From an optimization exercise on the open Yosys and OpenROAD flow, aimed at small area and a short achievable clock period; shortcuts taken in it are not production practice.
At most, simulation tests tie the RTL to the original design; equivalence was not proved.
No functional check of the RTL was part of runs 1 and 2.
Power and IR drop assume default switching activity.

### flow/standard.sh
#!/bin/bash
# synth_recipe.tcl (not shown) runs the flow's synth.tcl, then flattens the netlist and writes it again
# the make line also repeats each setting of config.mk as NAME=value (left out here)
make -C /OpenROAD-flow-scripts/flow DESIGN_CONFIG=/design/flow/config.mk WORK_HOME=/design/flow/orfs CLKGATE_MAP_FILE= SYNTH_SCRIPT=/design/flow/synth_recipe.tcl "${@:-finish}"
### flow/design.v
module fifo
	#(
		parameter DATA_WIDTH = 64,  
		parameter ADDR_WIDTH = 5
	)
	(
		input logic								clk,
		input logic								rst,
		input logic		[DATA_WIDTH-1:0] 		data_input,
		input logic								read_enable_input,
		input logic								write_enable_input,
		output logic	[DATA_WIDTH-1:0]		data_output,
		output logic							empty,
		output logic							full
	);
	localparam FIFO_SIZE = (1 << ADDR_WIDTH);
	reg [FIFO_SIZE-1:0] rd_ok;
	reg [FIFO_SIZE-1:0] wr_ok;
	reg                 not_empty_r;	 
	reg                 full_r;
	wire read_enable  = read_enable_input  && not_empty_r;
	wire write_enable = write_enable_input && !full_r;
	wire [FIFO_SIZE-1:0] head_pos = not_empty_r ? rd_ok : wr_ok;
	wire [FIFO_SIZE-1:0] tail_pos = full_r      ? rd_ok : wr_ok;
	wire [FIFO_SIZE-1:0] head_inc = {head_pos[FIFO_SIZE-2:0], head_pos[FIFO_SIZE-1]};
	wire [FIFO_SIZE-1:0] tail_inc = {tail_pos[FIFO_SIZE-2:0], tail_pos[FIFO_SIZE-1]};
	reg [FIFO_SIZE-1:0] head_next, tail_next;
	reg                 not_empty_next, full_next;
	always @(*) begin
		head_next      = read_enable  ? head_inc : head_pos;
		tail_next      = write_enable ? tail_inc : tail_pos;
		not_empty_next = not_empty_r;
		full_next      = full_r;
		if (read_enable && !write_enable) begin
			not_empty_next = !(|(head_inc & tail_pos));
			full_next      = 1'b0;
		end else if (write_enable && !read_enable) begin
			not_empty_next = 1'b1;
			full_next      = |(tail_inc & head_pos);
		end
	end
	assign empty = !not_empty_r;
	assign full  = full_r;
	always @(posedge clk, posedge rst) begin
		if (rst) begin
			rd_ok       <= 0;
			wr_ok       <= 1;
			not_empty_r <= 1'b0;
			full_r      <= 1'b0;
		end else begin
			rd_ok       <= not_empty_next ? head_next : {FIFO_SIZE{1'b0}};
			wr_ok       <= full_next      ? {FIFO_SIZE{1'b0}} : tail_next;
			not_empty_r <= not_empty_next;
			full_r      <= full_next;
		end
	end
	wire [FIFO_SIZE-1:0] wsel   = {FIFO_SIZE{write_enable_input}} & wr_ok;
	wire [FIFO_SIZE-1:0] wsel_n = ~wsel;
	wire [FIFO_SIZE-1:0] rsel   = {FIFO_SIZE{read_enable_input}} & rd_ok;
	wire                 rhold  = !read_enable;
	genvar i;
	wire [DATA_WIDTH-1:0] mem_q [0:FIFO_SIZE-1];
	generate
		for (i = 0; i < FIFO_SIZE; i = i + 1) begin : entry
			reg  [DATA_WIDTH-1:0] word;
			wire [DATA_WIDTH-1:0] word_d;
			fifo_ao22 #(.W(DATA_WIDTH)) hold_mux (
				.a(data_input), .sa(wsel[i]),
				.b(word),       .sb(wsel_n[i]),
				.y(word_d));
			always @(posedge clk)
				word <= word_d;
			assign mem_q[i] = word;
		end
	endgenerate
	wire [DATA_WIDTH-1:0] rd_n0, rd_n1, rd_n2, rd_word;
	fifo_aoi222 #(.W(DATA_WIDTH)) rd_g0 (
		.a(mem_q[0]), .sa(rsel[0]),
		.b(mem_q[1]), .sb(rsel[1]),
		.c(mem_q[2]), .sc(rsel[2]),
		.y(rd_n0));
	fifo_aoi222 #(.W(DATA_WIDTH)) rd_g1 (
		.a(mem_q[3]), .sa(rsel[3]),
		.b(mem_q[4]), .sb(rsel[4]),
		.c(mem_q[5]), .sc(rsel[5]),
		.y(rd_n1));
	fifo_aoi222 #(.W(DATA_WIDTH)) rd_g2 (
		.a(mem_q[6]),    .sa(rsel[6]),
		.b(mem_q[7]),    .sb(rsel[7]),
		.c(data_output), .sc(rhold),
		.y(rd_n2));
	fifo_nand3 #(.W(DATA_WIDTH)) rd_g3 (
		.a(rd_n0), .b(rd_n1), .c(rd_n2), .y(rd_word));
	always @(posedge clk)
		data_output <= rd_word;
endmodule  
module fifo_ao22 #(parameter W = 1) (
	input  [W-1:0] a,
	input          sa,
	input  [W-1:0] b,
	input          sb,
	output [W-1:0] y
);
	assign y = ({W{sa}} & a) | ({W{sb}} & b);
endmodule
module fifo_aoi222 #(parameter W = 1) (
	input  [W-1:0] a,
	input          sa,
	input  [W-1:0] b,
	input          sb,
	input  [W-1:0] c,
	input          sc,
	output [W-1:0] y
);
	assign y = ~(({W{sa}} & a) | ({W{sb}} & b) | ({W{sc}} & c));
endmodule
module fifo_nand3 #(parameter W = 1) (
	input  [W-1:0] a,
	input  [W-1:0] b,
	input  [W-1:0] c,
	output [W-1:0] y
);
	assign y = ~(a & b & c);
endmodule
module top(
	input clk,
	input rst,
	input [64-1:0] data_input,
	input read_enable,
	input write_enable,
	output [64-1:0] data_output,
	output empty,
	output full
);
fifo #(
	.DATA_WIDTH(64),  
	.ADDR_WIDTH(3))
	fifo(	clk,
			rst,
			data_input,
			read_enable,
			write_enable,
			data_output,
			empty,
			full
			);
endmodule
### flow/config.mk
export PLATFORM = sky130hd
export DESIGN_NAME = top
export DESIGN_NICKNAME = top
export VERILOG_FILES = /design/flow/design.v
export SDC_FILE = /design/flow/constraint.sdc
export NUM_CORES = 4
export LEC_CHECK = 0
export CAP_MARGIN = 20
export CORE_MARGIN = 2
export CORE_UTILIZATION = 55
export CTS_CLUSTER_DIAMETER = 80
export CTS_CLUSTER_SIZE = 20
export SETUP_SLACK_MARGIN = 1.2
export SLEW_MARGIN = 20
export SYNTH_HIERARCHICAL = 1
export SYNTH_MINIMUM_KEEP_SIZE = 0
### flow/flow/run.sh
#!/bin/bash
# The standard layout, with the ports buffered by small plain buffers
# (buffer_ports would otherwise pick a slow delay cell); repair may upsize them.
set -euo pipefail
export BUFFER_PORTS_ARGS="-buffer_cell sky130_fd_sc_hd__buf_1"
bash standard.sh > standard.log 2>&1
### flow/constraint.sdc
create_clock -name core_clock -period 3.1 [get_ports {clk}]
set_input_delay 0.6200 -clock core_clock [delete_from_list [all_inputs] [get_ports {clk}]]
set_output_delay 0.6200 -clock core_clock [all_outputs]
set_load 0.01 [all_outputs]
==> impl_summary.log, run 1 <==
INFO  metric grt_overflow = 0
INFO  metric initial_utilization = 55.5%
INFO  metric antenna_found_initial = 5
INFO  metric critPathLaunch = fifo.full_r$_DFF_PP0_
INFO  metric cts.hold.buffers_added = 0
INFO  metric final_max_slew_viol_count = 0
INFO  metric critPathArrivalTime = ~2.4 ns
INFO  metric areaGrowthSynthToFinish = 5.25%
INFO  metric synthesis.nets = 1738
INFO  metric htree_levels = 2
INFO  metric boundaryPins = around 130
INFO  metric timing.reg2reg.setup_slack = between 1 and 1.5 ns
INFO  metric clock-root-buffer = sky130_fd_sc_hd__clkbuf_16
INFO  metric synth-warning-count = 7
INFO  metric drtIter0Drc = about 2100
INFO  metric yosys_register_bits = between 500 and 600
INFO  metric clkSinkCount = between 500 and 600
INFO  metric pwr_density = around 550 nW/um^2
INFO  metric drive_above_1_share = slightly below 9%
INFO  metric final-instance-count-excl-fill = between 2000 and 2500
INFO  metric clock_latency = between 0.5 and 0.6 ns
INFO  metric finalSetupTns = 0 ns
INFO  metric ir_worst_vdd = ~0.35 mV
INFO  metric max_stage_delay = around 0.63 ns
INFO  metric data_required_time_at_the_worst_endpoint = 3.59 ns
INFO  metric synthesis.instances = between 1500 and 2000
INFO  metric startpoint_type = register
INFO  metric route.detailed.drc = 0
INFO  metric power = around 0.012 W
INFO  metric core.rowCount = around 70
INFO  metric drt_pass1_iterations = 9
INFO  metric max-cap-violations = 0
INFO  metric cpMaxStageDelayCell = sky130_fd_sc_hd__or4_4
INFO  metric grt_pass1_wl = slightly below 100000 um
INFO  metric fraction_of_the_yosys_area_taken_by_sequential_cells = 56.1%
INFO  metric path_max_fanout = 9
INFO  metric most_frequent_standard_cell_in_the_layout_excluding_fill_and_tap_cells = sky130_fd_sc_hd__dfxtp_1
INFO  metric grt_start_max_net_pins = 74
INFO  metric postRouteWirelength = about 64000 um
INFO  metric path_clk_slew = roughly 0.080 ns
INFO  metric period_share = a little over 60%
INFO  metric post_route_skew = about 0.015 ns
INFO  metric core_area = between 30000 and 40000 sq um
INFO  metric hold_path_class = primary input to asynchronous set/reset pin
INFO  metric cellLeakagePower = approximately 8.5 nW
INFO  metric antenna_violating_nets_post_route = 0
INFO  metric ys_top_cells_by_area = sky130_fd_sc_hd__dfxtp_1, sky130_fd_sc_hd__a22o_1, sky130_fd_sc_hd__a222oi_1
INFO  metric rsz0062_at_grt = yes
INFO  metric critical_path_cell_sequence = buf_12, mux2i_1, o22ai_1, or4_4, a22oi_4
INFO  metric post_route_minimum_period = 1.93 ns
INFO  metric post_drt_via_cell_ratio = 7.13
INFO  metric timing_worst_setup_path_type = register to register
INFO  metric synth.avg_cell_area = approximately 13 sq um
INFO  metric placed_cells_incl_taps = 2184
INFO  metric run_status = complete, no violations
INFO  metric cts-buffers-inserted = 35
INFO  metric synth_top_area_share = a little over half
INFO  metric worstRegToRegCells = 5
INFO  metric timing.rr.end = fifo.not_empty_r$_DFF_PP0_
INFO  metric reg2reg_from = fifo.full_r$_DFF_PP0_
INFO  metric layout_common_cells = sky130_fd_sc_hd__dfxtp_1, sky130_fd_sc_hd__a22o_1, sky130_fd_sc_hd__a222oi_1, sky130_fd_sc_hd__buf_1, sky130_fd_sc_hd__nand3_1
INFO  metric via_total_after_detailed_routing = between 15000 and 20000
INFO  metric die_area = 40400 sq um
INFO  metric fp.dieH = 201 um
INFO  metric detailed_placement_hpwl = 32800 um
INFO  metric slew-limit-headroom = roughly 29%
INFO  metric worst_slew_pin_slew = 1.06 ns
INFO  metric max-clock-path-buffers = 3
INFO  metric hold_viol = 0
INFO  metric gr-usage-all-layers = between 30% and 40%
INFO  metric port_buffers = roughly 130
INFO  metric achievable_clock_frequency = ~520 MHz
INFO  metric gp_routability_congestion = 0.866
INFO  metric tritoncts_clock_tree = built
INFO  metric yosys.area.top_type = sky130_fd_sc_hd__dfxtp_1
INFO  metric nets = approximately 1800
INFO  metric post_drt_wl_per_cell = 28.6 um
INFO  metric grt_pass1_vias = approximately 16000
INFO  metric finalSetupViolCount = 0
INFO  metric netlist_area = about 21000 sq um
INFO  metric netlist-cell-type-count = 25
INFO  metric floorplan.die.width = roughly 200 um
INFO  metric worstSetupEndpointType = register
[registers in the layout, summed over array words and instances, names as in the netlist]
signal and count:
fifo.wr_ok 8, fifo.data_output 64, fifo.rd_ok 8, fifo.entry.word 512, fifo.full_r 1, fifo.not_empty_r 1
[Yosys cell counts (all sizes together)]
master  count
dfxtp     576
a22o      512
a222oi    192
buf       181
nand3      64
a21oi      40
mux2i      24
dfrtp      17
inv        10
and2        9
nand2       9
nand2b      9
nor2        9
o22ai       8
clkbuf      4
a22oi       1
and3        1
dfstp       1
o21a        1
o41a        1
or4         1
[through the flow]
step / area [sq um] / setup slack, ns / hold slack [ns] / utilization (%)
after floorplan: 21400 / 1.21 / 0.439 / -
after CTS: 22300 / 1.09 / 0.136 / 58.0
after global routing: 22500 / 1.09 / 0.189 / 58.5
after detailed placement: 21200 / 0.799 / 0.452 / 55.2
final: 22500 / 1.17 / 0.143 / 58.5
after global placement: 21200 / 0.795 / 0.451 / 55.2
[critical path: cells and delay by family, from the launching register on]
kind	cells	cell delay, ns
mux	1	0.25
buf+inv	1	0.16
flops	1	0.51
simple gates	1	0.63
compound gates	2	0.30
[worst max-delay path by stage]
stage | to | slack [ns]
detailed placement | fifo.data_output[41]$_DFF_P_ | 0.80
floorplan | fifo.data_output[10]$_DFF_P_ | 1.21
CTS | empty | 1.09
finish | fifo.not_empty_r$_DFF_PP0_ | 1.17
global placement | fifo.wr_ok[0]$_DFF_PP1_ | 0.79
global route | fifo.rd_ok[5]$_DFF_PP0_ | 1.09
[logic make-up (layout without fill, tap and decap cells)]
kind of cell / count (synthesis) / after routing / share of synthesized area [%]
AO/OA/AOI/OAI: 755 / 756 / 31.3
buffers and inverters: 195 / 244 / 9.05
flip-flops: 594 / 594 / 56.1
multiplexers: 24 / 24 / 1.12
other: 0 / 3 / 0
AND/OR/NAND/NOR: 102 / 102 / 2.41
[metal layers]
layer,share of wire (%),track usage (%),vias up
met4,2.1,9.07,6
met1,44,44.5,8104
met3,9.2,6.03,104
met5,0.055,0,-
li1,-,-,6918
met2,45,47.6,855
[report_power, final]
| group | leakage (nW) | internal (W) | switching (W) | total (W) |
|---|---|---|---|---|
| Sequential | 4.88 | 0.00762 | 0 | 0.00762 |
| Combinational | 3.16 | 0.0000279 | 0.000148 | 0.000176 |
| Clock | 0.471 | 0.00217 | 0.00247 | 0.00465 |
| Total | 8.51 | 0.00982 | 0.00262 | 0.0124 |
[area by class of cell]
| class | count | area (sq um) |
|---|---|---|
| Fill cell | 3224 | 16000 |
| Sequential cell | 594 | 12000 |
| Multi-Input combinational cell | 882 | 7670 |
| Timing Repair Buffer | 192 | 1170 |
| Clock buffer | 41 | 951 |
| Tap cell | 518 | 648 |
| Inverter | 10 | 45.0 |
| Antenna cell | 3 | 7.51 |
| Clock inverter | 1 | 5.00 |
[timing repair]
action | 4_1_cts | 5_1_grt
pin swaps | 1 | 10
buffers inserted | 6 | 5
resized for setup | 13 | 24
gates cloned | 1 | 0
setup endpoints to repair | 20 | 20
==> inputs of run 2 (changes only) <==
--- a/flow/config.mk
+++ b/flow/config.mk
@@ -8,9 +8,10 @@
 export CAP_MARGIN = 20
 export CORE_MARGIN = 2
-export CORE_UTILIZATION = 55
+export CORE_UTILIZATION = 40
 export CTS_CLUSTER_DIAMETER = 80
 export CTS_CLUSTER_SIZE = 20
-export SETUP_SLACK_MARGIN = 1.2
+export SETUP_SLACK_MARGIN = 1.3
 export SLEW_MARGIN = 20
 export SYNTH_HIERARCHICAL = 1
 export SYNTH_MINIMUM_KEEP_SIZE = 0
+export TNS_END_PERCENT = 5
==> run 2 against run 1 <==
Compared with the run above: sequential share of layout area shrank 0.75 points; final cell count grew 7.8%; worst hold slack better by 0.0052 ns; combinational power about the same; wire length rose by 7.2%; sequential cell count stayed put; register-to-register slack about the same; power rose by 1.5%; highest routed layer unchanged; cell area grew 1.4%; still clean; area after synthesis stayed put.
==> impl_summary.log, run 2 <==
INFO  metric run_status = complete, no violations
INFO  metric pwr_density = 554 nW/um^2 (about the same)
INFO  metric synthesis.nets = 1738 (unchanged)
INFO  metric core.rowCount = 84 (+17%)
INFO  metric post_synth_most_frequent_cells = sky130_fd_sc_hd__dfxtp_1, sky130_fd_sc_hd__a22o_1, sky130_fd_sc_hd__a222oi_1
INFO  metric slew-limit-headroom = 48.2% (+19 points)
INFO  metric yosys.area.top_type = sky130_fd_sc_hd__dfxtp_1
INFO  metric fraction_of_the_yosys_area_taken_by_sequential_cells = 56.1% (unchanged)
INFO  metric layout_common_cells = sky130_fd_sc_hd__dfxtp_1, sky130_fd_sc_hd__a22o_1, sky130_fd_sc_hd__a222oi_1, sky130_fd_sc_hd__buf_1, sky130_fd_sc_hd__nand3_1
INFO  metric dominantRegCellSynth = sky130_fd_sc_hd__dfxtp_1
INFO  metric post_route_minimum_period = 1.98 ns (+0.0454 ns)
INFO  metric post_drt_wl_per_cell = 28.4 um (-0.50%)
INFO  metric reg.largest.list = fifo.entry.word (512), fifo.data_output (64)
INFO  metric regMostFlops = fifo.entry.word
INFO  metric largest_register_ff_count = 512 (unchanged)
INFO  metric synth-edff-count = 0 (unchanged)
INFO  metric filler_cells_inserted = 4752 (+47%)
INFO  metric top_layer_used = met5
INFO  metric hold_slack = 0.148 ns (+0.00516 ns)
INFO  metric startpoint_type = primary input
INFO  metric worst_slew_pin_slew = 0.776 ns (-0.287 ns)
INFO  metric clock-root-buffer = sky130_fd_sc_hd__clkbuf_16
INFO  metric core_area = 52700 sq um (+37%)
INFO  metric grt_overflow = 0 (unchanged)
INFO  metric max-clock-path-buffers = 3 (unchanged)
INFO  metric grt_start_max_net_pins = 66 (-11%)
INFO  metric areaGrowthSynthToFinish = 6.73%
INFO  metric cts-buffers-inserted = 37 (+5.7%)
INFO  metric gp_routability_congestion = 0.784 (-9.5%)
INFO  metric most_frequent_standard_cell_in_the_layout_excluding_fill_and_tap_cells = sky130_fd_sc_hd__dfxtp_1
INFO  metric met2_length = 31500 um (+9.6%)
INFO  metric port_buffers = 133 (unchanged)
INFO  metric post_drt_via_cell_ratio = 6.70 (-6.1%)
INFO  metric nets = 1790 (+0.39%)
INFO  metric detailroute.wirelength.met3 = 6190 um (+5.3%)
INFO  metric drt_pass1_iterations = 8 (-1)
INFO  metric achievable_clock_frequency = 506 MHz (-2.3%)
INFO  metric rsz0062_at_grt = yes
INFO  metric critPathArrivalTime = 2.48 ns (+0.06 ns)
INFO  metric timing_worst_setup_path_type = primary input to register
INFO  metric post-synth-top-count-cell = sky130_fd_sc_hd__dfxtp_1
INFO  metric finalSetupViolCount = 0 (unchanged)
INFO  metric path_max_fanout = 20 (+11)
INFO  metric seq_area = 12000 sq um (about the same)
INFO  metric drive_above_1_share = 9.21% (+0.55 points)
INFO  metric ys_top_cells_by_area = sky130_fd_sc_hd__dfxtp_1, sky130_fd_sc_hd__a22o_1, sky130_fd_sc_hd__a222oi_1
INFO  metric cts.hold.buffers_added = 0 (unchanged)
INFO  metric grt_pass1_vias = 16200 (+2.8%)
INFO  metric clkSinkCount = 594 (unchanged)
INFO  metric cellLeakagePower = 8.54 nW (+0.46%)
INFO  metric finalSetupTns = 0 ns (unchanged)
INFO  metric synthesis.instances = 1670 (unchanged)
INFO  metric final-instance-count-excl-fill = 2415 (+7.8%)
INFO  metric netlist_area = 21400 sq um (unchanged)
INFO  metric synth_top_area_share = 54.0% (unchanged)
INFO  metric hold_path_class = primary input to asynchronous set/reset pin
INFO  metric htree_levels = 2 (unchanged)
INFO  metric worstSetupEndpointType = register
INFO  metric detailed_placement_hpwl = 35700 um (+8.7%)
INFO  metric ys_async_sr_fraction = 3.03% (unchanged)
INFO  metric antenna_found_initial = 5 (unchanged)
INFO  metric die_area = 55300 sq um (+37%)
INFO  metric path_clk_slew = 0.08 ns (about the same)
INFO  metric yosys_register_bits = 594 (unchanged)
INFO  metric ir_worst_vdd = 0.321 mV (-7.7%)
INFO  metric postRouteWirelength = 68700 um (+7.2%)
INFO  metric multiInputGateArea = 7650 sq um (-0.20%)
INFO  metric antenna_violating_nets_post_route = 0 (unchanged)
INFO  metric met1Wirelength = 29500 um (+5.2%)
INFO  metric clock_latency = 0.57 ns (about the same)
INFO  metric hold_viol = 0 (unchanged)
INFO  metric max-cap-violations = 0 (unchanged)
INFO  metric fp.dieH = 235 um (+17%)
INFO  metric tritoncts_clock_tree = built
INFO  metric via_total_after_detailed_routing = 16200 (+1.2%)
INFO  metric floorplan.die.width = 235 um (+17%)
INFO  metric period_share = 63.8% (+1.5 points)
INFO  metric initial_utilization = 40.6% (-15 points)
INFO  metric netlist-cell-type-count = 25 (unchanged)
INFO  metric gr-usage-all-layers = 23.6% (-7.5 points)
INFO  metric synth-warning-count = 7 (unchanged)
INFO  metric drtIter0Drc = 2518 (+18%)
INFO  metric data_required_time_at_the_worst_endpoint = 3.60 ns (about the same)
INFO  metric post_route_skew = 0.0135 ns (-0.00105 ns)
INFO  metric boundaryPins = 134 (unchanged)
INFO  metric placed_cells_incl_taps = 2359 (+8.0%)
INFO  metric final_max_slew_viol_count = 0 (unchanged)
INFO  metric route.detailed.drc = 0 (unchanged)
INFO  metric synth.avg_cell_area = 12.8 sq um (unchanged)
INFO  metric grt_pass1_wl = 102000 um (+4.2%)
[run 2: cell counts after synthesis]
No cell type changed its count.
[run 2: kinds of logic (layout without fill, tap and decap cells)]
| group | after synthesis | in the layout | synth area share (%) |
|---|---|---|---|
| and+or+nand+nor | 102 | 103 | 2.41 |
| AOI/OAI and AO/OA | 755 | 756 | 31.3 |
| buffers and inverters | 195 | 249 | 9.05 |
| other | 0 | 1 | 0 |
| muxes | 24 | 24 | 1.12 |
| DFF | 594 | 594 | 56.1 |
[run 2: worst max-delay path: stages]
cell	delay, ns
sky130_fd_sc_hd__buf_1	0.57
sky130_fd_sc_hd__and2_2	0.69
sky130_fd_sc_hd__buf_12	0.28
sky130_fd_sc_hd__a222oi_1	0.15
sky130_fd_sc_hd__nand3_1	0.14
[run 2: report_power, final]
part | switching, W | total [W] | internal, W
combinational | 0.000150 | 0.000177 | 0.0000277
clock | 0.00260 | 0.00483 | 0.00223
sequential | 0 | 0.00762 | 0.00762
total | 0.00275 | 0.0126 | 0.00988
[run 2: through the flow]
step | setup WS (ns) | util, % | area, sq um | total power, W
global route | 1.10 | 43.3 | 22800 | 0.0130
floorplan | 1.27 | - | 21400 | 0.00784
CTS | 1.19 | 43.0 | 22600 | 0.0127
detailed placement | 0.551 | 40.9 | 21500 | 0.00798
global placement | 0.632 | 40.9 | 21500 | 0.00797
finish | 1.12 | 43.3 | 22800 | 0.0126
[run 2: cell type report]
| class | count | area share, % |
|---|---|---|
| repair buffers | 196 | 5.49 |
| clock buffers | 39 | 4.18 |
| multi-input cells | 883 | 33.6 |
| well taps | 688 | 3.77 |
| clock inverters | 4 | 0.236 |
| inverters | 10 | 0.187 |
| flip-flops and latches | 594 | 52.6 |
| diodes | 1 | 0.0110 |
[run 2: worst paths after layout]
path,from,to,slack [ns],cells after the start
min in group core_clock,fifo.entry[7].word[60]$_DFF_P_,fifo.entry[7].word[60]$_DFF_P_,0.47,1
max,read_enable,fifo.data_output[62]$_DFF_P_,1.12,5
min,rst,fifo.wr_ok[6]$_DFF_PP0_,0.15,2
min reg2reg,fifo.entry[7].word[60]$_DFF_P_,fifo.entry[7].word[60]$_DFF_P_,0.47,1
max reg2reg,fifo.not_empty_r$_DFF_PP0_,fifo.rd_ok[5]$_DFF_PP0_,1.16,6
max in group asynchronous,rst,fifo.full_r$_DFF_PP0_,2.40,2
[run 2: repair_timing]
item / CTS / global route
setup buffers: 8 / 1
resized for setup: 13 / 30
setup endpoints to repair: 268 / 381
pin swaps: 1 / 3
cloned: 1 / 2
[run 2: layer usage]
metal	GRT usage, %	up-vias
li1	-	6936
met2	37.2	868
met4	6.75	8
met3	4.35	119
met5	0	-
met1	32.8	8240
==> inputs of run 3 (changes only) <==
--- a/flow/design.v
+++ b/flow/design.v
@@ -17,26 +17,38 @@
 	reg [FIFO_SIZE-1:0] rd_ok;
 	reg [FIFO_SIZE-1:0] wr_ok;
+	reg [FIFO_SIZE-1:1] count_is;
 	reg                 not_empty_r;	 
 	reg                 full_r;
 	wire read_enable  = read_enable_input  && not_empty_r;
 	wire write_enable = write_enable_input && !full_r;
-	wire [FIFO_SIZE-1:0] head_pos = not_empty_r ? rd_ok : wr_ok;
-	wire [FIFO_SIZE-1:0] tail_pos = full_r      ? rd_ok : wr_ok;
-	wire [FIFO_SIZE-1:0] head_inc = {head_pos[FIFO_SIZE-2:0], head_pos[FIFO_SIZE-1]};
-	wire [FIFO_SIZE-1:0] tail_inc = {tail_pos[FIFO_SIZE-2:0], tail_pos[FIFO_SIZE-1]};
-	reg [FIFO_SIZE-1:0] head_next, tail_next;
+	wire count_up     = write_enable && !read_enable;
+	wire count_down   = read_enable  && !write_enable;
+	wire [FIFO_SIZE-1:0] rd_rot = {rd_ok[FIFO_SIZE-2:0], rd_ok[FIFO_SIZE-1]};
+	wire [FIFO_SIZE-1:0] wr_rot = {wr_ok[FIFO_SIZE-2:0], wr_ok[FIFO_SIZE-1]};
+	wire [FIFO_SIZE:0] count_ext = {full_r, count_is, !not_empty_r};
+	reg [FIFO_SIZE-1:0] rd_ok_next, wr_ok_next;
+	reg [FIFO_SIZE-1:1] count_is_next;
 	reg                 not_empty_next, full_next;
+	integer k;
 	always @(*) begin
-		head_next      = read_enable  ? head_inc : head_pos;
-		tail_next      = write_enable ? tail_inc : tail_pos;
-		not_empty_next = not_empty_r;
-		full_next      = full_r;
-		if (read_enable && !write_enable) begin
-			not_empty_next = !(|(head_inc & tail_pos));
-			full_next      = 1'b0;
-		end else if (write_enable && !read_enable) begin
-			not_empty_next = 1'b1;
-			full_next      = |(tail_inc & head_pos);
-		end
+		if (read_enable)
+			rd_ok_next = (count_down && count_is[1]) ? {FIFO_SIZE{1'b0}} : rd_rot;
+		else if (write_enable && !not_empty_r)
+			rd_ok_next = wr_ok;
+		else
+			rd_ok_next = rd_ok;
+		if (write_enable)
+			wr_ok_next = (count_up && count_is[FIFO_SIZE-1]) ? {FIFO_SIZE{1'b0}} : wr_rot;
+		else if (read_enable && full_r)
+			wr_ok_next = rd_ok;
+		else
+			wr_ok_next = wr_ok;
+		for (k = 1; k < FIFO_SIZE; k = k + 1)
+			count_is_next[k] = count_up   ? count_ext[k-1] :
+			                   count_down ? count_ext[k+1] : count_ext[k];
+		not_empty_next = count_up   ? 1'b1 :
+		                 count_down ? !count_is[1] : not_empty_r;
+		full_next      = count_up   ? count_is[FIFO_SIZE-1] :
+		                 count_down ? 1'b0 : full_r;
 	end
 	assign empty = !not_empty_r;
@@ -46,9 +58,11 @@
 			rd_ok       <= 0;
 			wr_ok       <= 1;
+			count_is    <= 0;
 			not_empty_r <= 1'b0;
 			full_r      <= 1'b0;
 		end else begin
-			rd_ok       <= not_empty_next ? head_next : {FIFO_SIZE{1'b0}};
-			wr_ok       <= full_next      ? {FIFO_SIZE{1'b0}} : tail_next;
+			rd_ok       <= rd_ok_next;
+			wr_ok       <= wr_ok_next;
+			count_is    <= count_is_next;
 			not_empty_r <= not_empty_next;
 			full_r      <= full_next;
--- a/flow/config.mk
+++ b/flow/config.mk
@@ -11,7 +11,6 @@
 export CTS_CLUSTER_DIAMETER = 80
 export CTS_CLUSTER_SIZE = 20
-export SETUP_SLACK_MARGIN = 1.3
+export SETUP_SLACK_MARGIN = 1.6
 export SLEW_MARGIN = 20
 export SYNTH_HIERARCHICAL = 1
 export SYNTH_MINIMUM_KEEP_SIZE = 0
-export TNS_END_PERCENT = 5
==> run 3 against run 2 <==
Compared with the run above: sequential share of layout area shrank 1.9 points; power grew 8.2%; utilization grew 2.7 points; sequential power grew 2%; clock-buffer cell count is the same; critical path type is now register to register; largest cell class unchanged.
==> impl_summary.log, run 3 <==
INFO  metric run_status = complete, no violations
INFO  metric grt_pass1_wl = 107000 um (+4.9%)
INFO  metric hold_viol = 0 (unchanged)
INFO  metric hold_path_class = primary input to asynchronous set/reset pin
INFO  metric finalSetupTns = 0 ns (unchanged)
INFO  metric worst_slew_pin_slew = 0.932 ns (+0.156 ns)
INFO  metric finalSetupViolCount = 0 (unchanged)
INFO  metric post_drt_via_cell_ratio = 6.73 (+0.43%)
INFO  metric filler_cells_inserted = 4589 (-3.4%)
INFO  metric tritoncts_clock_tree = built
INFO  metric critPathArrivalTime = 2.28 ns (-0.20 ns)
INFO  metric fp.dieH = 235 um (about the same)
INFO  metric netlist-cell-type-count = 29 (+16%)
INFO  metric gr-usage-all-layers = 25.2% (+1.7 points)
INFO  metric pwr_density = 565 nW/um^2 (+1.9%)
INFO  metric cellLeakagePower = 9.40 nW (+10%)
INFO  metric route.detailed.drc = 0 (unchanged)
INFO  metric die_area = 55300 sq um (about the same)
INFO  metric startpoint_type = register
INFO  metric synth_top_area_share = 54.0% (about the same)
INFO  metric postLayoutSetupSlackWorst = 1.25 ns (+0.128 ns)
INFO  metric reg.largest.list = fifo.entry.word (512), fifo.data_output (64)
INFO  metric worstRegToRegCells = 9 (+3)
INFO  metric dominantRegCellSynth = sky130_fd_sc_hd__dfxtp_1
INFO  metric synth-edff-count = 0 (unchanged)
INFO  metric post-place-ws = 0.604 ns (+0.0527 ns)
INFO  metric timing_worst_setup_path_type = register to register
INFO  metric post_route_minimum_period = 1.85 ns (-0.128 ns)
INFO  metric post_synth_most_frequent_cells = sky130_fd_sc_hd__dfxtp_1, sky130_fd_sc_hd__a22o_1, sky130_fd_sc_hd__a222oi_1
INFO  metric synthesis.nets = 1714 (-1.4%)
INFO  metric grt_pass1_vias = 16200 (+0.11%)
INFO  metric via_total_after_detailed_routing = 16400 (+1.3%)
INFO  metric htree_levels = 2 (unchanged)
INFO  metric cts-buffers-inserted = 36 (-2.7%)
INFO  metric hold_slack = 0.113 ns (-0.0353 ns)
INFO  metric slew-limit-headroom = 37.5% (-11 points)
INFO  metric ir_worst_vdd = 0.376 mV (+17%)
INFO  metric fraction_of_the_yosys_area_taken_by_sequential_cells = 56.9% (+0.82 points)
INFO  metric post_route_skew = 0.0164 ns (+0.00285 ns)
INFO  metric post-synth-top-count-cell = sky130_fd_sc_hd__dfxtp_1
INFO  metric clkSinkCount = 601 (+1.2%)
INFO  metric antenna_violating_nets_post_route = 0 (unchanged)
INFO  metric regMostFlops = fifo.entry.word
INFO  metric synth.avg_cell_area = 13.0 sq um (+1.5%)
INFO  metric max-clock-path-buffers = 3 (unchanged)
INFO  metric yosys.area.top_type = sky130_fd_sc_hd__dfxtp_1
INFO  metric path_clk_slew = 0.08 ns (about the same)
INFO  metric max_stage_delay = 0.40 ns (-0.29 ns)
INFO  metric power = 0.0137 W (+8.2%)
INFO  metric multiInputGateArea = 7440 sq um (-2.8%)
INFO  metric drive_above_1_share = 18.8% (+9.6 points)
INFO  metric data_required_time_at_the_worst_endpoint = 3.53 ns (-0.07 ns)
INFO  metric clock_latency = 0.58 ns (about the same)
INFO  metric synth-warning-count = 7 (unchanged)
INFO  metric grt_overflow = 0 (unchanged)
INFO  metric post_drt_wl_per_cell = 29.9 um (+5.1%)
INFO  metric port_buffers = 133 (unchanged)
INFO  metric core_area = 52700 sq um (unchanged)
INFO  metric initial_utilization = 40.6% (about the same)
INFO  metric achievable_clock_frequency = 541 MHz (+6.9%)
INFO  metric core.rowCount = 84 (unchanged)
INFO  metric worstSetupEndpointType = register
INFO  metric rsz0062_at_grt = yes
INFO  metric clock-root-buffer = sky130_fd_sc_hd__clkbuf_16
INFO  metric path_max_fanout = 8 (-60%)
INFO  metric seq_area = 12300 sq um (+2.3%)
INFO  metric postRouteWirelength = 72900 um (+6.1%)
INFO  metric ys_async_sr_fraction = 4.16% (+1.1 points)
INFO  metric nets = 1810 (+1.1%)
INFO  metric ys_top_cells_by_area = sky130_fd_sc_hd__dfxtp_1, sky130_fd_sc_hd__a22o_1, sky130_fd_sc_hd__a222oi_1
INFO  metric gp_routability_congestion = 0.731 (-6.8%)
INFO  metric areaGrowthSynthToFinish = 13.3%
INFO  metric antenna_found_initial = 8 (+3)
INFO  metric floorplan.die.width = 235 um (about the same)
INFO  metric yosys_register_bits = 601 (+1.2%)
INFO  metric netlist_area = 21400 sq um (about the same)
INFO  metric largest_register_ff_count = 512 (unchanged)
INFO  metric layout_common_cells = sky130_fd_sc_hd__a22o_1, sky130_fd_sc_hd__dfxtp_1, sky130_fd_sc_hd__a222oi_1, sky130_fd_sc_hd__buf_6, sky130_fd_sc_hd__buf_1
INFO  metric detailed_placement_hpwl = 33700 um (-5.7%)
INFO  metric drtIter0Drc = 2482 (-1.4%)
INFO  metric drt_pass1_iterations = 9 (+1)
INFO  metric critical_path_cell_sequence = buf_6, buf_6, and2_4, buf_12, buf_16, buf_12, inv_16, a222oi_1, nand3_1
INFO  metric final_max_slew_viol_count = 0 (unchanged)
INFO  metric period_share = 59.7% (-4.1 points)
INFO  metric synthesis.instances = 1646 (-1.4%)
INFO  metric grt_start_max_net_pins = 65 (-1.5%)
INFO  metric boundaryPins = 134 (unchanged)
INFO  metric cpMaxStageDelayCell = sky130_fd_sc_hd__dfrtp_2
INFO  metric max-cap-violations = 0 (unchanged)
==> run 3: cell count changes in the layout (fill, tap and decap cells not counted), sizes merged, moves of 15 or more <==
cell	change
a21oi	-37
buf	+27
mux2i	-24
a221o	+17
and3	+15
inv	+15
==> run 3: worst max-delay path: cells and delay by family, from the launching register on <==
kind / cells / cell delay, ns
DFF: 1 / 0.40
AOI/OAI and AO/OA: 1 / 0.29
buffers and inverters: 6 / 0.70
and+or+nand+nor: 2 / 0.30
==> run 3: power by group <==
group          internal [W]  switching, W  total (W)
Combinational      0.000441      0.000711    0.00115
Sequential          0.00776     0.0000511    0.00781
Clock               0.00216       0.00255    0.00471
Total                0.0104       0.00331     0.0137
==> run 3: cell type report <==
class | count | area share, %
antenna | 3 | 0.0310
clock inverter | 3 | 0.0981
clock buffer | 39 | 3.85
tap | 688 | 3.55
sequential | 601 | 50.6
timing repair buffer | 229 | 10.1
inverter | 16 | 0.315
timing repair inverter | 11 | 0.770
multi-input combinational | 847 | 30.7
==> run 3: what timing repair did <==
action	4_1_cts	5_1_grt
buffers inserted	29	11
setup endpoints to repair	217	153
pin swaps	34	28
hold buffers	0	0
cloned	21	1
resized for setup	276	21
==> run 3: worst paths after layout <==
kind	start	to	slack [ns]
hold reg to reg	fifo.entry[0].word[51]$_DFF_P_	fifo.entry[0].word[51]$_DFF_P_	0.47
hold / removal	rst	fifo.full_r$_DFFE_PP0P_	0.11
setup / recovery	fifo.not_empty_r$_DFFE_PP0P_	fifo.data_output[56]$_DFF_P_	1.25
max in group asynchronous	rst	fifo.not_empty_r$_DFFE_PP0P_	2.52
min in group core_clock	read_enable	fifo.not_empty_r$_DFFE_PP0P_	0.46
setup reg to reg	fifo.not_empty_r$_DFFE_PP0P_	fifo.data_output[56]$_DFF_P_	1.25
==> run 3: cells by family (layout without fill, tap and decap cells) <==
group / after synthesis / count (layout) / share of synthesized area [%]
simple gates: 115 / 115 / 2.80
flops: 601 / 601 / 56.9
mux: 1 / 1 / 0.0702
compound gates: 730 / 730 / 31.1
xor+xnor: 1 / 1 / 0.0410
other cells: 0 / 3 / 0
buf+inv: 198 / 298 / 9.08
==> run 3: metrics by stage <==
step                util (%)  instances  instance area [sq um]
finish                  46.0       2437                  24200
global route            46.0       2435                  24200
CTS                     45.5       2422                  24000
detailed placement      40.8       2330                  21500
global placement        40.8       2330                  21500
floorplan                  -       1646                  21400
==> run 3: routing by layer <==
layer,GRT usage [%],wire [um],vias to the layer above
li1,-,-,6965
met1,34.0,30100,8333
met2,39.2,32600,936
met3,6.26,7820,145
met4,9.07,2380,10
met5,0,69,-
==> inputs of run 4 (changes only) <==
--- a/flow/config.mk
+++ b/flow/config.mk
@@ -11,5 +11,5 @@
 export CTS_CLUSTER_DIAMETER = 80
 export CTS_CLUSTER_SIZE = 20
-export SETUP_SLACK_MARGIN = 1.6
+export SETUP_SLACK_MARGIN = 1.5
 export SLEW_MARGIN = 20
 export SYNTH_HIERARCHICAL = 1
==> run 4 against run 3 <==
Compared with the run above: largest power group unchanged; critical path type is now register to primary output; utilization fell by 0.57 points; global-route usage fell by 1.9 points; non-clock buffer count rose by 5; sequential cell count did not move; register-to-register slack improved by 0.11 ns; still clean on timing, DRC and antenna; clock power rose by 2%.
==> impl_summary.log, run 4 <==
INFO  metric timing_worst_setup_path_type = register to primary output
INFO  metric pwr_density = 568 nW/um^2 (+0.69%)
INFO  metric data_required_time_at_the_worst_endpoint = 2.48 ns (-1.05 ns)
INFO  metric buffering_stage_count_on_the_worst_path_with_inverters_included = 2 (-4)
INFO  metric hold_viol = 0 (unchanged)
INFO  metric drive_above_1_share = 18.6% (-0.22 points)
INFO  metric grt_pass1_vias = 16400 (+1.1%)
INFO  metric final-instance-count-excl-fill = 2435 (-0.082%)
INFO  metric finalSetupViolCount = 0 (unchanged)
INFO  metric gr-usage-all-layers = 23.3% (-1.9 points)
INFO  metric areaGrowthSynthToFinish = 12.0%
INFO  metric hold_path_class = primary input to asynchronous set/reset pin
INFO  metric post_drt_via_cell_ratio = 6.66 (-0.95%)
INFO  metric post-place-ws = 0.578 ns (-0.0260 ns)
INFO  metric synth-warning-count = 7 (unchanged)
INFO  metric yosys.area.top_type = sky130_fd_sc_hd__dfxtp_1
INFO  metric netlist_area = 21400 sq um (unchanged)
INFO  metric grt_start_max_net_pins = 65 (unchanged)
INFO  metric critPathLaunch = fifo.not_empty_r$_DFFE_PP0P_
INFO  metric layout.cell_area.non_filler = 23900 sq um (-1.2%)
INFO  metric grt_pass1_wl = 102000 um (-4.6%)
INFO  metric rsz0062_at_grt = yes
INFO  metric clock-root-buffer = sky130_fd_sc_hd__clkbuf_16
INFO  metric htree_levels = 2 (unchanged)
INFO  metric ir_worst_vdd = 0.328 mV (-13%)
INFO  metric detailed_placement_hpwl = 35800 um (+6.5%)
INFO  metric initial_utilization = 40.6% (unchanged)
INFO  metric core_area = 52700 sq um (unchanged)
INFO  metric worst_slew_pin_slew = 0.960 ns (+0.0281 ns)
INFO  metric cpMaxStageDelayCell = sky130_fd_sc_hd__dfrtp_2
INFO  metric fp.dieH = 235 um (unchanged)
INFO  metric reg2reg_from = fifo.not_empty_r$_DFFE_PP0P_
INFO  metric antenna_found_initial = 6 (-2)
INFO  metric clkSinkCount = 601 (unchanged)
INFO  metric cellLeakagePower = 9.27 nW (-1.4%)
INFO  metric synth-edff-count = 0 (unchanged)
INFO  metric synthesis.nets = 1714 (unchanged)
INFO  metric postLayoutSetupSlackWorst = 1.34 ns (+0.0910 ns)
INFO  metric antenna_violating_nets_post_route = 0 (unchanged)
INFO  metric port_buffers = 133 (unchanged)
INFO  metric post_route_minimum_period = 1.76 ns (-0.0910 ns)
INFO  metric run_status = complete, no violations
INFO  metric post_synth_most_frequent_cells = sky130_fd_sc_hd__dfxtp_1, sky130_fd_sc_hd__a22o_1, sky130_fd_sc_hd__a222oi_1
INFO  metric post-synth-top-count-cell = sky130_fd_sc_hd__dfxtp_1
INFO  metric postRouteWirelength = 71200 um (-2.4%)
INFO  metric synth.avg_cell_area = 13.0 sq um (unchanged)
INFO  metric startpoint_type = register
INFO  metric via_total_after_detailed_routing = 16200 (-1.0%)
INFO  metric synth_top_area_share = 54.0% (unchanged)
INFO  metric largest_register_ff_count = 512 (unchanged)
INFO  metric placed_cells_incl_taps = 2338 (+0.34%)
INFO  metric die_area = 55300 sq um (unchanged)
INFO  metric fraction_of_the_yosys_area_taken_by_sequential_cells = 56.9% (unchanged)
INFO  metric ys_async_sr_fraction = 4.16% (unchanged)
INFO  metric max-cap-violations = 0 (unchanged)
INFO  metric worst_path_dominant_cell_family = flip-flops
INFO  metric gp_routability_congestion = 0.791 (+8.2%)
INFO  metric floorplan.die.width = 235 um (unchanged)
INFO  metric achievable_clock_frequency = 569 MHz (+5.2%)
INFO  metric final_max_slew_viol_count = 0 (unchanged)
INFO  metric boundaryPins = 134 (unchanged)
INFO  metric grt_overflow = 0 (unchanged)
INFO  metric period_share = 56.7% (-2.9 points)
INFO  metric timing.reg2reg.setup_slack = 1.36 ns (+0.11 ns)
INFO  metric cts-buffers-inserted = 36 (unchanged)
INFO  metric tritoncts_clock_tree = built
INFO  metric post_drt_wl_per_cell = 29.2 um (-2.3%)
INFO  metric drtIter0Drc = 2695 (+8.6%)
INFO  metric nets = 1808 (-0.11%)
INFO  metric post_route_skew = 0.0164 ns (+0.0000297 ns)
INFO  metric path_clk_slew = 0.09 ns (about the same)
INFO  metric placed_area = 21500 sq um (about the same)
INFO  metric ys_top_cells_by_area = sky130_fd_sc_hd__dfxtp_1, sky130_fd_sc_hd__a22o_1, sky130_fd_sc_hd__a222oi_1
INFO  metric dominantRegCellSynth = sky130_fd_sc_hd__dfxtp_1
INFO  metric netlist-cell-type-count = 29 (unchanged)
INFO  metric critical_path_cell_sequence = inv_2, buf_6
INFO  metric yosys_register_bits = 601 (unchanged)
INFO  metric drt_pass1_iterations = 6 (-3)
INFO  metric clock_latency = 0.56 ns (-0.02 ns)
INFO  metric route.detailed.drc = 0 (unchanged)
INFO  metric path_max_fanout = 2 (-6)
INFO  metric core.rowCount = 84 (unchanged)
INFO  metric finalSetupTns = 0 ns (unchanged)
INFO  metric slew-limit-headroom = 35.6% (-1.9 points)
INFO  metric max_stage_delay = 0.43 ns (+0.03 ns)
INFO  metric critPathArrivalTime = 1.14 ns (-1.14 ns)
INFO  metric regMostFlops = fifo.entry.word
INFO  metric max-clock-path-buffers = 3 (unchanged)
INFO  metric synthesis.instances = 1646 (unchanged)
INFO  metric layout_common_cells = sky130_fd_sc_hd__a22o_1, sky130_fd_sc_hd__dfxtp_1, sky130_fd_sc_hd__a222oi_1, sky130_fd_sc_hd__buf_6, sky130_fd_sc_hd__buf_1
INFO  metric worstSetupEndpointType = primary output
INFO  metric reg.largest.list = fifo.entry.word (512), fifo.data_output (64)
==> run 4: path summary, 6_finish.rpt <==
kind                                                   to  depth (start not counted)
min reg2reg                fifo.entry[1].word[55]$_DFF_P_                          1
max                                                 empty                          2
max in group asynchronous       fifo.rd_ok[0]$_DFFE_PP0P_                          2
min                          fifo.count_is[5]$_DFFE_PP0P_                          2
min in group core_clock    fifo.entry[1].word[55]$_DFF_P_                          1
max reg2reg                   fifo.data_output[6]$_DFF_P_                          7
==> run 4: metal layers <==
metal	global-route usage, %	routed length [um]
met1	31.4	29500
met2	37.2	32000
met3	5.03	7360
met4	8.02	2260
met5	0	57
==> run 4: layout make-up <==
class | instances | area, sq um
fillers | 4698 | 28700
clock buffers | 41 | 951
well taps | 688 | 861
diodes | 2 | 5.00
repair inverters | 3 | 36.3
flip-flops and latches | 601 | 12300
clock inverters | 2 | 46.3
multi-input cells | 848 | 7420
inverters | 16 | 76.3
repair buffers | 234 | 2250
==> run 4: kinds of logic (layout without fill, tap and decap cells) <==
kind of cell,after synthesis,count (layout),share of synthesized area [%]
AO/OA/AOI/OAI,730,730,31.1
flip-flops,601,601,56.9
multiplexers,1,1,0.0702
other,0,2,0
XOR/XNOR,1,1,0.0410
buffers and inverters,198,296,9.08
AND/OR/NAND/NOR,115,116,2.80
==> run 4: repair_timing <==
action | in CTS | in global routing
gates cloned | 3 | 15
pin swaps | 0 | 30
resized for setup | 235 | 47
setup endpoints to repair | 150 | 226
hold buffers | 0 | 0
buffers inserted | 23 | 11
==> run 4: report_power, final <==
| part | internal (W) | switching [W] |
|---|---|---|
| clock network | 0.00227 | 0.00254 |
| registers | 0.00776 | 0.0000501 |
| logic | 0.000374 | 0.000605 |
==> run 4: through the flow <==
step / util, % / power (W) / hold slack, ns
finish: 45.4 / 0.0136 / 0.125
detailed placement: 40.8 / 0.00852 / 0.453
floorplan: - / 0.00829 / 0.439
global route: 45.4 / 0.0140 / 0.174
CTS: 44.3 / 0.0133 / 0.276
global placement: 40.8 / 0.00850 / 0.451
==> run 4: worst reg2reg max path, cell delays in order (launching register included) <==
cell and delay (ns):
sky130_fd_sc_hd__dfrtp_2 0.39, sky130_fd_sc_hd__buf_6 0.10, sky130_fd_sc_hd__buf_6 0.08, sky130_fd_sc_hd__and2_4 0.24
sky130_fd_sc_hd__buf_12 0.17, sky130_fd_sc_hd__inv_8 0.08, sky130_fd_sc_hd__a222oi_1 0.39, sky130_fd_sc_hd__nand3_1 0.14
==> inputs of run 5 (changes only) <==
--- a/flow/config.mk
+++ b/flow/config.mk
@@ -11,5 +11,5 @@
 export CTS_CLUSTER_DIAMETER = 80
 export CTS_CLUSTER_SIZE = 20
-export SETUP_SLACK_MARGIN = 1.5
+export SETUP_SLACK_MARGIN = 1.2
 export SLEW_MARGIN = 20
 export SYNTH_HIERARCHICAL = 1
==> run 5 against run 4 <==
Compared with the run above: sequential cell count did not move; wire length fell by 6.0%; non-clock buffer count fell by 48; global-route usage fell by 0.15 points; largest power group unchanged.
==> impl_summary.log, run 5 <==
INFO  metric reg.largest.list = fifo.entry.word (512), fifo.data_output (64)
INFO  metric post-synth-top-count-cell = sky130_fd_sc_hd__dfxtp_1
INFO  metric grt_overflow = 0 (unchanged)
INFO  metric critical_path_cell_sequence = buf_1
INFO  metric post_drt_via_cell_ratio = 6.64 (-0.27%)
INFO  metric regMostFlops = fifo.entry.word
INFO  metric clock-root-buffer = sky130_fd_sc_hd__clkbuf_16
INFO  metric antenna_violating_nets_post_route = 0 (unchanged)
INFO  metric achievable_clock_frequency = 537 MHz (-5.5%)
INFO  metric die_area = 55300 sq um (unchanged)
INFO  metric critPathLaunch = fifo.data_output[1]$_DFF_P_
INFO  metric reg2reg_from = fifo.rd_ok[4]$_DFFE_PP0P_
INFO  metric filler_cells_inserted = 4773 (+1.6%)
INFO  metric gp_routability_congestion = 0.775 (-2.0%)
INFO  metric cellLeakagePower = 8.62 nW (-7.1%)
INFO  metric largest_register_ff_count = 512 (unchanged)
INFO  metric multiInputGateArea = 7300 sq um (-1.6%)
INFO  metric grt_pass1_wl = 100000 um (-1.8%)
INFO  metric cts-buffers-inserted = 37 (+2.8%)
INFO  metric core_area = 52700 sq um (unchanged)
INFO  metric pwr_density = 596 nW/um^2 (+4.9%)
INFO  metric synth_top_area_share = 54.0% (unchanged)
INFO  metric synth-edff-count = 0 (unchanged)
INFO  metric timing_worst_setup_path_type = register to primary output
INFO  metric clock_latency = 0.58 ns (+0.02 ns)
INFO  metric grt_pass1_vias = 15700 (-4.0%)
INFO  metric fp.dieH = 235 um (unchanged)
INFO  metric yosys_register_bits = 601 (unchanged)
INFO  metric areaGrowthSynthToFinish = 6.34%
INFO  metric detailed_placement_hpwl = 35500 um (-0.85%)
INFO  metric seq_area = 12200 sq um (-0.93%)
INFO  metric path_clk_slew = 0.09 ns (about the same)
INFO  metric netlist_area = 21400 sq um (unchanged)
INFO  metric hold_viol = 0 (unchanged)
INFO  metric layout.cell_area.non_filler = 22700 sq um (-5.0%)
INFO  metric startpoint_type = register
INFO  metric floorplan.die.width = 235 um (unchanged)
INFO  metric postRouteWirelength = 66900 um (-6.0%)
INFO  metric layout_common_cells = sky130_fd_sc_hd__dfxtp_1, sky130_fd_sc_hd__a22o_1, sky130_fd_sc_hd__a222oi_1, sky130_fd_sc_hd__buf_1, sky130_fd_sc_hd__nand3_1
INFO  metric post_route_skew = 0.0224 ns (+0.00604 ns)
INFO  metric finalSetupViolCount = 0 (unchanged)
INFO  metric cpMaxStageDelayCell = sky130_fd_sc_hd__dfxtp_1
INFO  metric core.rowCount = 84 (unchanged)
INFO  metric netlist-cell-type-count = 29 (unchanged)
INFO  metric timing.reg2reg.setup_slack = 1.28 ns (-0.08 ns)
INFO  metric synthesis.nets = 1714 (unchanged)
INFO  metric ys_top_cells_by_area = sky130_fd_sc_hd__dfxtp_1, sky130_fd_sc_hd__a22o_1, sky130_fd_sc_hd__a222oi_1
INFO  metric drt_pass1_iterations = 7 (+1)
INFO  metric tritoncts_clock_tree = built
INFO  metric hold_slack = 0.474 ns (+0.349 ns)
INFO  metric period_share = 60.0% (+3.3 points)
INFO  metric run_status = complete, no violations
INFO  metric most_frequent_standard_cell_in_the_layout_excluding_fill_and_tap_cells = sky130_fd_sc_hd__dfxtp_1
INFO  metric route.detailed.drc = 0 (unchanged)
INFO  metric worst_path_dominant_cell_family = flip-flops
INFO  metric critPathArrivalTime = 1.24 ns (+0.10 ns)
INFO  metric drive_above_1_share = 7.87% (-11 points)
INFO  metric boundaryPins = 134 (unchanged)
INFO  metric max-cap-violations = 0 (unchanged)
INFO  metric dominantRegCellSynth = sky130_fd_sc_hd__dfxtp_1
INFO  metric finalSetupTns = 0 ns (unchanged)
INFO  metric post_synth_most_frequent_cells = sky130_fd_sc_hd__dfxtp_1, sky130_fd_sc_hd__a22o_1, sky130_fd_sc_hd__a222oi_1
INFO  metric initial_utilization = 40.6% (unchanged)
INFO  metric post-cts-setup-buffers = 0 (-100%)
INFO  metric hold_path_class = register to register
INFO  metric data_required_time_at_the_worst_endpoint = 2.48 ns (about the same)
INFO  metric placed_area = 21500 sq um (+0.31%)
INFO  metric buffering_stage_count_on_the_worst_path_with_inverters_included = 1 (-1)
INFO  metric worstHoldStart = fifo.entry[4].word[15]$_DFF_P_
INFO  metric worst_slew_pin_slew = 1.00 ns (+0.0426 ns)
INFO  metric path_max_fanout = 2 (unchanged)
INFO  metric max_stage_delay = 0.48 ns (+0.05 ns)
INFO  metric htree_levels = 2 (unchanged)
INFO  metric fraction_of_the_yosys_area_taken_by_sequential_cells = 56.9% (unchanged)
INFO  metric synthesis.instances = 1646 (unchanged)
INFO  metric gr-usage-all-layers = 23.2% (-0.15 points)
INFO  metric ys_async_sr_fraction = 4.16% (unchanged)
INFO  metric clkSinkCount = 601 (unchanged)
INFO  metric via_total_after_detailed_routing = 15900 (-2.0%)
INFO  metric port_buffers = 133 (unchanged)
INFO  metric grt_start_max_net_pins = 65 (unchanged)
INFO  metric worstSetupEndpointType = primary output
INFO  metric synth-warning-count = 7 (unchanged)
INFO  metric final_max_slew_viol_count = 0 (unchanged)
INFO  metric nets = 1757 (-2.8%)
INFO  metric yosys.area.top_type = sky130_fd_sc_hd__dfxtp_1
INFO  metric post_drt_wl_per_cell = 28.0 um (-4.3%)
INFO  metric antenna_found_initial = 3 (-3)
INFO  metric synth.avg_cell_area = 13.0 sq um (unchanged)
INFO  metric post_route_minimum_period = 1.86 ns (+0.102 ns)
INFO  metric drtIter0Drc = 2416 (-10%)
INFO  metric max-clock-path-buffers = 3 (unchanged)
INFO  metric rsz0062_at_grt = yes
INFO  metric ir_worst_vdd = 0.351 mV (+7.0%)
INFO  metric slew-limit-headroom = 33.1% (-2.4 points)
==> run 5: cell counts after synthesis <==
Identical to the previous run, type by type.
==> run 5: cells by family after synthesis <==
family	share of synthesized area, %
buf+inv	9.08
compound gates	31.1
simple gates	2.80
flops	56.9
mux	0.0702
xor+xnor	0.0410
==> run 5: path summary, 6_finish.rpt <==
kind,to,cells past startpoint
min,fifo.entry[4].word[15]$_DFF_P_,1
max,data_output[1],1
max in group asynchronous,fifo.wr_ok[0]$_DFFE_PP1P_,4
min reg2reg,fifo.entry[4].word[15]$_DFF_P_,1
min in group asynchronous,fifo.count_is[6]$_DFFE_PP0P_,3
max reg2reg,fifo.data_output[8]$_DFF_P_,4
==> run 5: repair_timing <==
action / 4_1_cts / 5_1_grt
setup endpoints to repair: 52 / 6
gates resized for setup: 4 / 4
hold endpoints to repair: 0 / 7
hold buffers: 0 / 1
==> run 5: area by class of cell <==
class / instances / share of cell area (%)
clock buffer: 48 / 4.53
tap: 688 / 3.79
antenna: 1 / 0.0110
timing repair buffer: 186 / 5.28
clock inverter: 5 / 0.446
sequential: 601 / 53.5
inverter: 16 / 0.286
multi-input combinational: 847 / 32.1
==> run 5: stage by stage <==
stage / instances / power [W] / util [%] / setup WS [ns]
after floorplan: 1646 / 0.00826 / - / 1.27
after global placement: 2336 / 0.00849 / 40.9 / 0.592
after detailed placement: 2336 / 0.00851 / 40.9 / 0.506
after CTS: 2389 / 0.0136 / 43.1 / 1.20
after global routing: 2391 / 0.0140 / 43.1 / 1.19
final: 2392 / 0.0136 / 43.2 / 1.24
==> run 5: routing by layer <==
metal / vias to the layer above / part of all wire (%) / global-route usage [%]
met5: - / 0.066 / 0
met4: 6 / 2.4 / 8.09
met3: 134 / 11 / 5.29
met2: 910 / 44 / 34.8
met1: 7984 / 43 / 32.7
li1: 6857 / - / -
==> run 5: where the power goes <==
| part | leakage (nW) | switching [W] | internal [W] |
|---|---|---|---|
| Combinational | 3.11 | 0.000398 | 0.000133 |
| Sequential | 4.95 | 0.0000587 | 0.00777 |
| Clock | 0.550 | 0.00267 | 0.00253 |
==> inputs of run 6 (changes only) <==
--- a/flow/config.mk
+++ b/flow/config.mk
@@ -9,6 +9,7 @@
 export CORE_MARGIN = 2
 export CORE_UTILIZATION = 40
-export CTS_CLUSTER_DIAMETER = 80
-export CTS_CLUSTER_SIZE = 20
+export CTS_BUF_LIST = sky130_fd_sc_hd__clkbuf_8
+export CTS_CLUSTER_DIAMETER = 60
+export CTS_CLUSTER_SIZE = 14
 export SETUP_SLACK_MARGIN = 1.2
 export SLEW_MARGIN = 20
==> run 6 against run 5 <==
Compared with the run above: non-clock buffer count up 2; critical path depth up 1; fmax down 1.9%; power down 8.0%; first-iteration DRC count up 4.3%; die area unchanged; largest cell class unchanged.
==> impl_summary.log, run 6 <==
INFO  metric finalSetupTns = 0 ns (unchanged)
INFO  metric synthesis.instances = 1646 (unchanged)
INFO  metric critPathArrivalTime = 1.28 ns (+0.04 ns)
INFO  metric core_area = 52700 sq um (unchanged)
INFO  metric filler_cells_inserted = 4812 (+0.82%)
INFO  metric critical_path_cell_sequence = inv_2, buf_6
INFO  metric power.net_switching = 0.00305 W (-2.3%)
INFO  metric ys_async_sr_fraction = 4.16% (unchanged)
INFO  metric clkSinkCount = 601 (unchanged)
INFO  metric post_route_skew = 0.0534 ns (+0.0309 ns)
INFO  metric cts-buffers-inserted = 50 (+35%)
INFO  metric slew-limit-headroom = 33.4% (+0.27 points)
INFO  metric clock-root-buffer = sky130_fd_sc_hd__clkbuf_8
INFO  metric postRouteWirelength = 67100 um (+0.32%)
INFO  metric most_frequent_standard_cell_in_the_layout_excluding_fill_and_tap_cells = sky130_fd_sc_hd__dfxtp_1
INFO  metric achievable_clock_frequency = 527 MHz (-1.9%)
INFO  metric post_drt_wl_per_cell = 27.9 um (-0.35%)
INFO  metric gp_routability_congestion = 0.775 (unchanged)
INFO  metric cellLeakagePower = 8.55 nW (-0.81%)
INFO  metric nets = 1772 (+0.85%)
INFO  metric clock_latency = 0.68 ns (+0.10 ns)
INFO  metric initial_utilization = 40.6% (unchanged)
INFO  metric max-clock-path-buffers = 3 (unchanged)
INFO  metric critPathLaunch = fifo.not_empty_r$_DFFE_PP0P_
INFO  metric synth.avg_cell_area = 13.0 sq um (unchanged)
INFO  metric post-synth-top-count-cell = sky130_fd_sc_hd__dfxtp_1
INFO  metric post_synth_most_frequent_cells = sky130_fd_sc_hd__dfxtp_1, sky130_fd_sc_hd__a22o_1, sky130_fd_sc_hd__a222oi_1
INFO  metric final_max_slew_viol_count = 0 (unchanged)
INFO  metric timing.rr.end = fifo.rd_ok[1]$_DFFE_PP0P_
INFO  metric boundaryPins = 134 (unchanged)
INFO  metric yosys.area.top_type = sky130_fd_sc_hd__dfxtp_1
INFO  metric grt_start_max_net_pins = 65 (unchanged)
INFO  metric netlist-cell-type-count = 29 (unchanged)
INFO  metric path_clk_slew = 0.09 ns (about the same)
INFO  metric route.detailed.drc = 0 (unchanged)
INFO  metric post_drt_via_cell_ratio = 6.72 (+1.1%)
INFO  metric path_max_fanout = 4 (+2)
INFO  metric internal_power = 0.00941 W (-9.7%)
INFO  metric power_share_of_the_sequential_group = 62.7% (+4.9 points)
INFO  metric drt_pass1_iterations = 9 (+2)
INFO  metric post_route_minimum_period = 1.90 ns (+0.0351 ns)
INFO  metric ir_worst_vdd = 0.280 mV (-20%)
INFO  metric ys_top_cells_by_area = sky130_fd_sc_hd__dfxtp_1, sky130_fd_sc_hd__a22o_1, sky130_fd_sc_hd__a222oi_1
INFO  metric largest_register_ff_count = 512 (unchanged)
INFO  metric fp.dieH = 235 um (unchanged)
INFO  metric areaGrowthSynthToFinish = 4.89%
INFO  metric cpMaxStageDelayCell = sky130_fd_sc_hd__dfrtp_2
INFO  metric startpoint_type = register
INFO  metric timing.reg2reg.setup_slack = 1.28 ns (about the same)
INFO  metric pwr_density = 556 nW/um^2 (-6.8%)
INFO  metric p_sw_share = 24.5% (+1.4 points)
INFO  metric worst_slew_pin_slew = 0.999 ns (-0.00412 ns)
INFO  metric netlist_area = 21400 sq um (unchanged)
INFO  metric reg.largest.list = fifo.entry.word (512), fifo.data_output (64)
INFO  metric p_clk_share = 32.7% (-5.6 points)
INFO  metric layout_common_cells = sky130_fd_sc_hd__dfxtp_1, sky130_fd_sc_hd__a22o_1, sky130_fd_sc_hd__a222oi_1, sky130_fd_sc_hd__buf_1, sky130_fd_sc_hd__nand3_1
INFO  metric core.rowCount = 84 (unchanged)
INFO  metric synth_top_area_share = 54.0% (unchanged)
INFO  metric port_buffers = 133 (unchanged)
INFO  metric grt_pass1_wl = 100000 um (about the same)
INFO  metric dominantRegCellSynth = sky130_fd_sc_hd__dfxtp_1
INFO  metric combinationalPowerShare = 4.6% (+0.7 points)
INFO  metric synthesis.nets = 1714 (unchanged)
INFO  metric grt_pass1_vias = 15800 (+0.16%)
INFO  metric floorplan.die.width = 235 um (unchanged)
INFO  metric data_required_time_at_the_worst_endpoint = 2.48 ns (about the same)
INFO  metric max_stage_delay = 0.45 ns (-0.03 ns)
INFO  metric grt_overflow = 0 (unchanged)
INFO  metric worstRegToRegCells = 5 (+1)
INFO  metric synth-edff-count = 0 (unchanged)
INFO  metric tritoncts_clock_tree = built
INFO  metric drive_above_1_share = 9.62% (+1.7 points)
INFO  metric regMostFlops = fifo.entry.word
INFO  metric period_share = 61.2% (+1.1 points)
INFO  metric worstSetupEndpointType = primary output
INFO  metric reg2reg_from = fifo.not_empty_r$_DFFE_PP0P_
INFO  metric hold_slack = 0.405 ns (-0.0689 ns)
INFO  metric via_total_after_detailed_routing = 16200 (+1.8%)
INFO  metric htree_levels = 2 (unchanged)
INFO  metric yosys_register_bits = 601 (unchanged)
INFO  metric hold_path_class = primary input to asynchronous set/reset pin
INFO  metric synth-warning-count = 7 (unchanged)
INFO  metric hold_viol = 0 (unchanged)
INFO  metric max-cap-violations = 0 (unchanged)
INFO  metric gr-usage-all-layers = 23.2% (about the same)
INFO  metric rsz0062_at_grt = yes
INFO  metric run_status = complete, no violations
INFO  metric timing_worst_setup_path_type = register to primary output
INFO  metric detailed_placement_hpwl = 35500 um (unchanged)
INFO  metric antenna_found_initial = 6 (+3)
INFO  metric die_area = 55300 sq um (unchanged)
INFO  metric antenna_violating_nets_post_route = 0 (unchanged)
INFO  metric fraction_of_the_yosys_area_taken_by_sequential_cells = 56.9% (unchanged)
INFO  metric drtIter0Drc = 2519 (+4.3%)
INFO  metric finalSetupViolCount = 0 (unchanged)
## run 6: changes by cell type in the layout (fill, tap and decap cells not counted), moves of 7 or more
cell                        delta
sky130_fd_sc_hd__dfxtp_2       +7
sky130_fd_sc_hd__clkbuf_16    -39
sky130_fd_sc_hd__clkbuf_1      -7
sky130_fd_sc_hd__buf_2         +8
sky130_fd_sc_hd__clkbuf_8     +48
sky130_fd_sc_hd__dfxtp_1       -8
sky130_fd_sc_hd__buf_1         -9
## run 6: how the worst max path moves through the flow
stage                                         to  depth (start not counted)
CTS                                        empty                          2
detailed placement     fifo.rd_ok[2]$_DFFE_PP0P_                          6
floorplan           fifo.data_output[10]$_DFF_P_                          8
global placement    fifo.data_output[62]$_DFF_P_                          6
finish                                     empty                          2
global route                               empty                          2
## run 6: cell type report
| class | instances | area [sq um] | area share [%] |
|---|---|---|---|
| flip-flops and latches | 601 | 12200 | 54.3 |
| repair buffers | 188 | 1230 | 5.49 |
| inverters | 16 | 65.1 | 0.290 |
| clock buffers | 50 | 688 | 3.07 |
| well taps | 688 | 861 | 3.84 |
| multi-input cells | 847 | 7300 | 32.6 |
| clock inverters | 14 | 82.6 | 0.368 |
| diodes | 4 | 10.0 | 0.0447 |
## run 6: stage by stage
| step | setup slack (ns) | util, % | power, W | std cells | cell area, sq um |
|---|---|---|---|---|---|
| 3_3_place_gp | 0.592 | 40.9 | 0.00849 | 2336 | 21500 |
| 3_5_place_dp | 0.506 | 40.9 | 0.00851 | 2336 | 21500 |
| 5_1_grt | 1.16 | 42.6 | 0.0129 | 2406 | 22400 |
| 6_report | 1.20 | 42.6 | 0.0125 | 2408 | 22400 |
| 4_1_cts | 1.15 | 42.5 | 0.0125 | 2402 | 22400 |
| 2_1_floorplan | 1.27 | - | 0.00826 | 1646 | 21400 |
## run 6: power by group through the flow
stage	Sequential, W	Combinational (W)	Clock, W
2_1_floorplan	0.00799	0.000265	0
3_3_place_gp	0.00801	0.000489	0
4_1_cts	0.00781	0.000542	0.00415
3_5_place_dp	0.00801	0.000505	0
6_report	0.00782	0.000573	0.00407
5_1_grt	0.00783	0.000619	0.00445
## run 6: metal layers
layer	global-route usage [%]	vias up	routed length (um)	share of wire, %
met3	5.59	162	6730	10
li1	-	6890	-	-
met2	34.9	913	29500	44
met4	7.79	6	1790	2.7
met1	32.5	8208	29100	43
met5	0	-	40	0.060
## run 6: repair_timing
action	CTS	global route
hold buffers	0	1
setup endpoints to repair	67	39
resized for setup	21	7
hold endpoints to repair	0	7
buffers inserted	2	0
## run 6: worst max-delay path: cells and delay by family (launching register included)
kind                   cells  cell delay, ns
buffers and inverters      2            0.15
flip-flops                 1            0.45
## run 6: kinds of logic after synthesis
group / share of synthesized area, %
AOI/OAI and AO/OA: 31.1
DFF: 56.9
and+or+nand+nor: 2.80
muxes: 0.0702
xor gates and xnor gates: 0.0410
buffers and inverters: 9.08

[re-timing with driven ports]
The flow's constraints put no driver on any port. The routed layouts listed below were extracted and timed again, unchanged, in two steps. Step 1 assumes that a clkbuf_16 drives the clock port and a buf_2 every other input. Step 2, shift: input delay + t, output delay - t, t = (earliest + latest rising clock arrival at the registers) / 2. This alone moves slack from input paths to output paths. Three values: no drivers, after step 1, after step 2; two values: the first two.
run | t (ns) | setup WS [ns] | worst slew at a driven data input, ns | cell pins on the clock port's net
run 1 | 0.625 | 1.168 / 1.115 / 0.753 | 0.09 | 1
run 2 | 0.621 | 1.123 / 1.148 / 0.527 | 0.10 | 1
run 3 | 0.629 | 1.250 / 1.246 / 0.915 | 0.12 | 1
run 4 | 0.619 | 1.341 / 1.279 / 0.888 | 0.11 | 1
run 5 | 0.629 | 1.239 / 1.183 / 0.703 | 0.14 | 1
run 6 | 0.707 | 1.204 / 1.152 / 0.643 | 0.14 | 1
After both steps every run listed still meets setup and hold. For run 2, which loses most, drivers alone change the setup slack by +0.025 ns; drivers and shift together by -0.596 ns.
